Context: an optimization exercise on an open-source flow, tuned for a short achievable clock period and few clock cycles. The choices shown serve that exercise and are no tape-out recipe.
Function was checked by simulation only, so behaviour that the tests miss may differ from the original.
Power is estimated from default activity; no workload was simulated.

== P ==
// CHIP
module CHIP(clk,
            rst_n,
            mem_wen_D,
            mem_addr_D,
            mem_wdata_D,
            mem_rdata_D,
            mem_addr_I,
            mem_rdata_I);
Size in the first run: about 17000 cells after synthesis, about 2200 flip-flops, ~0.14 sq mm of cells after synthesis.
export LEC_CHECK = 0
export ABC_CLOCK_PERIOD_IN_PS = 3000
export CAP_MARGIN = 20
export CELL_PAD_IN_SITES_DETAIL_PLACEMENT = 1
export CELL_PAD_IN_SITES_GLOBAL_PLACEMENT = 2
export CORE_MARGIN = 2
export CORE_UTILIZATION = 30
export PLACE_DENSITY = 0.4
export SLEW_MARGIN = 20
create_clock -name core_clock -period 13.0 [get_ports {clk}]
standard.sh (not shown) runs the stock make flow with config.mk's settings and CLKGATE_MAP_FILE= SYNTH_SCRIPT=/design/flow/synth_recipe.tcl, a recipe that flattens the netlist after the stock synthesis.
==> flow/flow/run.sh <==
#!/bin/bash
# The standard ORFS layout (standard.sh), with two changes:
#  - the full and half adder cells are added to DONT_USE_CELLS, so synthesis
#    leaves adders as plain gates for ABC to map for delay (the registers and
#    their cell types are the same as in the standard synthesis);
#  - timing repair is asked to leave more setup slack than the default.
set -euo pipefail
W=$(pwd)
cat > "$W/flow_config.mk" <<EOC
include $W/config.mk
export DONT_USE_CELLS += sky130_fd_sc_hd__fa_1 sky130_fd_sc_hd__fa_2 sky130_fd_sc_hd__fa_4 sky130_fd_sc_hd__ha_1 sky130_fd_sc_hd__ha_2 sky130_fd_sc_hd__ha_4
EOC
sed "s|DESIGN_CONFIG=[^ ]*|DESIGN_CONFIG=$W/flow_config.mk|" standard.sh > flow_standard.sh
bash flow_standard.sh SETUP_SLACK_MARGIN=8 finish > run_make.log 2>&1
Testbench counts of P, summed over its fixed seeds: cycles 20,066.
--- input diff P..Q ---
diff --git a/flow/design.v b/flow/design.v
--- a/flow/design.v
+++ b/flow/design.v
@@ -10,13 +10,13 @@
     output        mem_wen_D  ;
     output [31:0] mem_addr_D ;
     output [31:0] mem_wdata_D;
     input  [31:0] mem_rdata_D;
     output [31:0] mem_addr_I ;
     input  [31:0] mem_rdata_I;
-    integer i, k;
+    integer i;
     function [5:0] clz32;
         input [31:0] v;
         integer k;
         begin
             clz32 = 6'd32;
             for (k = 0; k < 32; k = k + 1)
@@ -25,13 +25,15 @@
     endfunction
     reg  [31:0] pc;                  
     reg  [31:0] rf [1:31];           
     reg         x_valid;
     reg  [31:0] x_pc, x_link, x_imm;
     reg  [31:0] x_a, x_b, x_sd;      
+    reg         x_fwa, x_fwb;        
     reg  [31:0] x_ma, x_mb;          
+    reg         x_mfa, x_mfb;
     reg  [4:0]  x_rd, x_rs2;
     reg         x_we;
     reg         x_lw, x_sw, x_mul, x_div, x_beq, x_jal, x_jalr;
     reg         x_radd, x_rsub, x_rand, x_ror, x_rxor, x_rslt, x_rsra, x_rsll, x_rpci, x_rlink;
     reg         x_mp2;               
     reg  [31:0] mp_r0;
@@ -137,16 +139,16 @@
                 f_ptgt = f_ptgt | bt_tgt[i];
                 f_pidx = f_pidx | i;
             end
         end
     end
     wire f_pred = |bt_hit;
-    wire [31:0] a_v = x_a;
-    wire [31:0] b_v = x_b;
-    wire [31:0] ma_v = x_ma;
-    wire [31:0] mb_v = x_mb;
+    wire [31:0] a_v = x_fwa ? m_res : x_a;
+    wire [31:0] b_v = x_fwb ? m_res : x_b;
+    wire [31:0] ma_v = x_mfa ? m_res : x_ma;
+    wire [31:0] mb_v = x_mfb ? m_res : x_mb;
     wire [31:0] sum  = a_v + b_v;
     wire [31:0] diff = a_v - b_v;
     wire        slt  = (a_v[31] ^ b_v[31]) ? a_v[31] : diff[31];
     wire [31:0] sra  = $signed(a_v) >>> x_b[4:0];
     wire [31:0] sll  = a_v << x_b[4:0];
     wire [31:0] pci  = x_pc + x_imm;
@@ -256,28 +258,13 @@
     wire [31:0] mt2_s4_7 = mt2_s3_6 ^ mt2_c3_6 ^ mp_r9;
     wire [31:0] mt2_c4_7 = {((mt2_s3_6[30:0] & mt2_c3_6[30:0]) | (mt2_s3_6[30:0] & mp_r9[30:0]) | (mt2_c3_6[30:0] & mp_r9[30:0])), 1'b0};
     wire [31:0] mt_s = mt2_s4_7;
     wire [31:0] mt_c = mt2_c4_7;
     wire        dv_zero = (mb_v == 32'd0);
     wire        dv_lt   = (ma_v < mb_v);
-    reg  [31:0] dv_any, dv_two;      
-    reg  [31:0] dv_sh;
-    always @(*) begin
-        dv_any = mb_v;
-        dv_two = 32'd0;
-        for (i = 1; i < 32; i = i * 2)
-            for (k = 0; k + i < 32; k = k + 2 * i) begin
-                dv_two[k] = dv_two[k] | dv_two[k + i] | (dv_any[k] & dv_any[k + i]);
-                dv_any[k] = dv_any[k] | dv_any[k + i];
-            end
-        dv_sh = 32'd0;
-        for (k = 0; k < 32; k = k + 1)
-            dv_sh = dv_sh | ({32{mb_v[k]}} & (ma_v >> k));
-    end
-    wire        dv_p2   = ~dv_two[0];
-    wire        dv_triv = dv_zero | dv_lt | dv_p2;
+    wire        dv_triv = dv_zero | dv_lt;
     wire        dv_start = x_valid & x_div & ~d_busy & ~d_setup & ~dv_triv;
     wire [5:0]  clza = clz32(ma_v);
     wire [5:0]  clzb = clz32(mb_v);
     wire [4:0]  dv_s = d_clzb - d_clza;
     reg  [4:0]  dv_low;
     reg  [3:0]  dv_n;
@@ -308,13 +295,13 @@
         else if (!dr1[35]) begin dq = 3'd1; dr_n = dr1[31:0]; end
         else               begin dq = 3'd0; dr_n = d_r;        end
     end
     wire [31:0] dq_n  = {d_q[28:0], dq};
     wire        d_last = d_busy & (d_cnt == 4'd1);
     wire        x_stall = dv_start | d_setup | (d_busy & ~d_last) | (x_valid & x_mul & ~x_mp2);
-    wire [31:0] div_res = d_busy ? dq_n : dv_zero ? 32'hffffffff : dv_lt ? 32'd0 : dv_sh;
+    wire [31:0] div_res = d_busy ? dq_n : (dv_zero ? 32'hffffffff : 32'd0);
     wire [31:0] x_res_e =
           ({32{x_rand}}  & (a_v & b_v))
         | ({32{x_ror}}   & (a_v | b_v))
         | ({32{x_rxor}}  & (a_v ^ b_v))
         | ({32{x_rslt}}  & {31'd0, slt})
         | ({32{x_rsra}}  & sra)
@@ -353,22 +340,26 @@
         end
     end
     always @(posedge clk) begin
         x_pc   <= pc;
         x_link <= pc4;
         x_imm  <= f_imm;
-        x_a    <= hit1 ? x_res : f_v1;
-        x_b    <= (hit2 & ~f_useimm) ? x_res : f_vb;
-        x_sd   <= hit2 ? x_res : f_v2;
+        x_a    <= f_v1;
+        x_b    <= f_vb;
+        x_sd   <= f_v2;
+        x_fwa  <= hit1;
+        x_fwb  <= hit2 & ~f_useimm;
         x_rs2  <= f_rs2;
         x_ptgt <= f_ptgt;
         x_pidx <= f_pidx;
         x_pcmp <= {f_ptgt, 2'b00} - {{20{ins[31]}}, ins[31:20]};
         if (!x_stall & f_md) begin
-            x_ma   <= hit1 ? x_res : f_v1;
-            x_mb   <= hit2 ? x_res : f_v2;
+            x_ma   <= f_v1;
+            x_mb   <= f_v2;
+            x_mfa  <= hit1;
+            x_mfb  <= hit2;
         end
         if (!x_stall) begin
             x_rd   <= f_rd;
             x_pred <= f_pred;
             x_we   <= f_we;
             x_lw   <= f_lw;
### Flow results
- In the tables for Q and P, maximum frequency reads higher with P.
- input port to register as the category of the most critical setup path was reported by Q, and register to register by P.
- Number of enable flip-flop cells after synthesis: Q > P
- Post-route standard cell area excluding fillers: Q and P compared, lower one is P
- From P to Q the numbers moved as follows: clock network fraction of total power moved down; total clock network power moved up; post-route clock period utilization moved up.
- Cmp Q vs P: power share of the sequential group lower in Q
- Q reports a higher reg-to-reg setup timing slack than P does.
- Average size of a mapped cell delta for Q relative to P: 0.082 sq um higher
- Per the comparison of Q with P, setup slack lost 34 ps, area taken by multi-input logic gates now larger.
Testbench counts of Q, summed over its fixed seeds: cycles 21,280.

[static timing again, ports no longer ideal]
The results above use ideal ports. As a check the final layouts listed here were re-extracted and re-timed, cells and wires unchanged. Step 1 sets driving cells, clkbuf_16 on the clock port and buf_2 on the other inputs (assumed; they add their load-dependent delay and slew). Step 2 also shifts input and output timing later by t, the mid clock arrival at the registers, as if the neighbouring blocks saw the same clock. Three values: no drivers, after step 1, after step 2; two values: the first two.
run | shift t [ns] | setup slack, ns | cell pins on the clock port's net
P | 1.124 | 7.870 / 7.822 / 6.698 | 1
Q | 1.104 | 7.836 / 7.927 / 6.836 | 1
After both steps setup and hold are still met in every run listed. The setup slack of P, which loses most, moves by -0.048 ns with the drivers and by -1.172 ns with both steps.
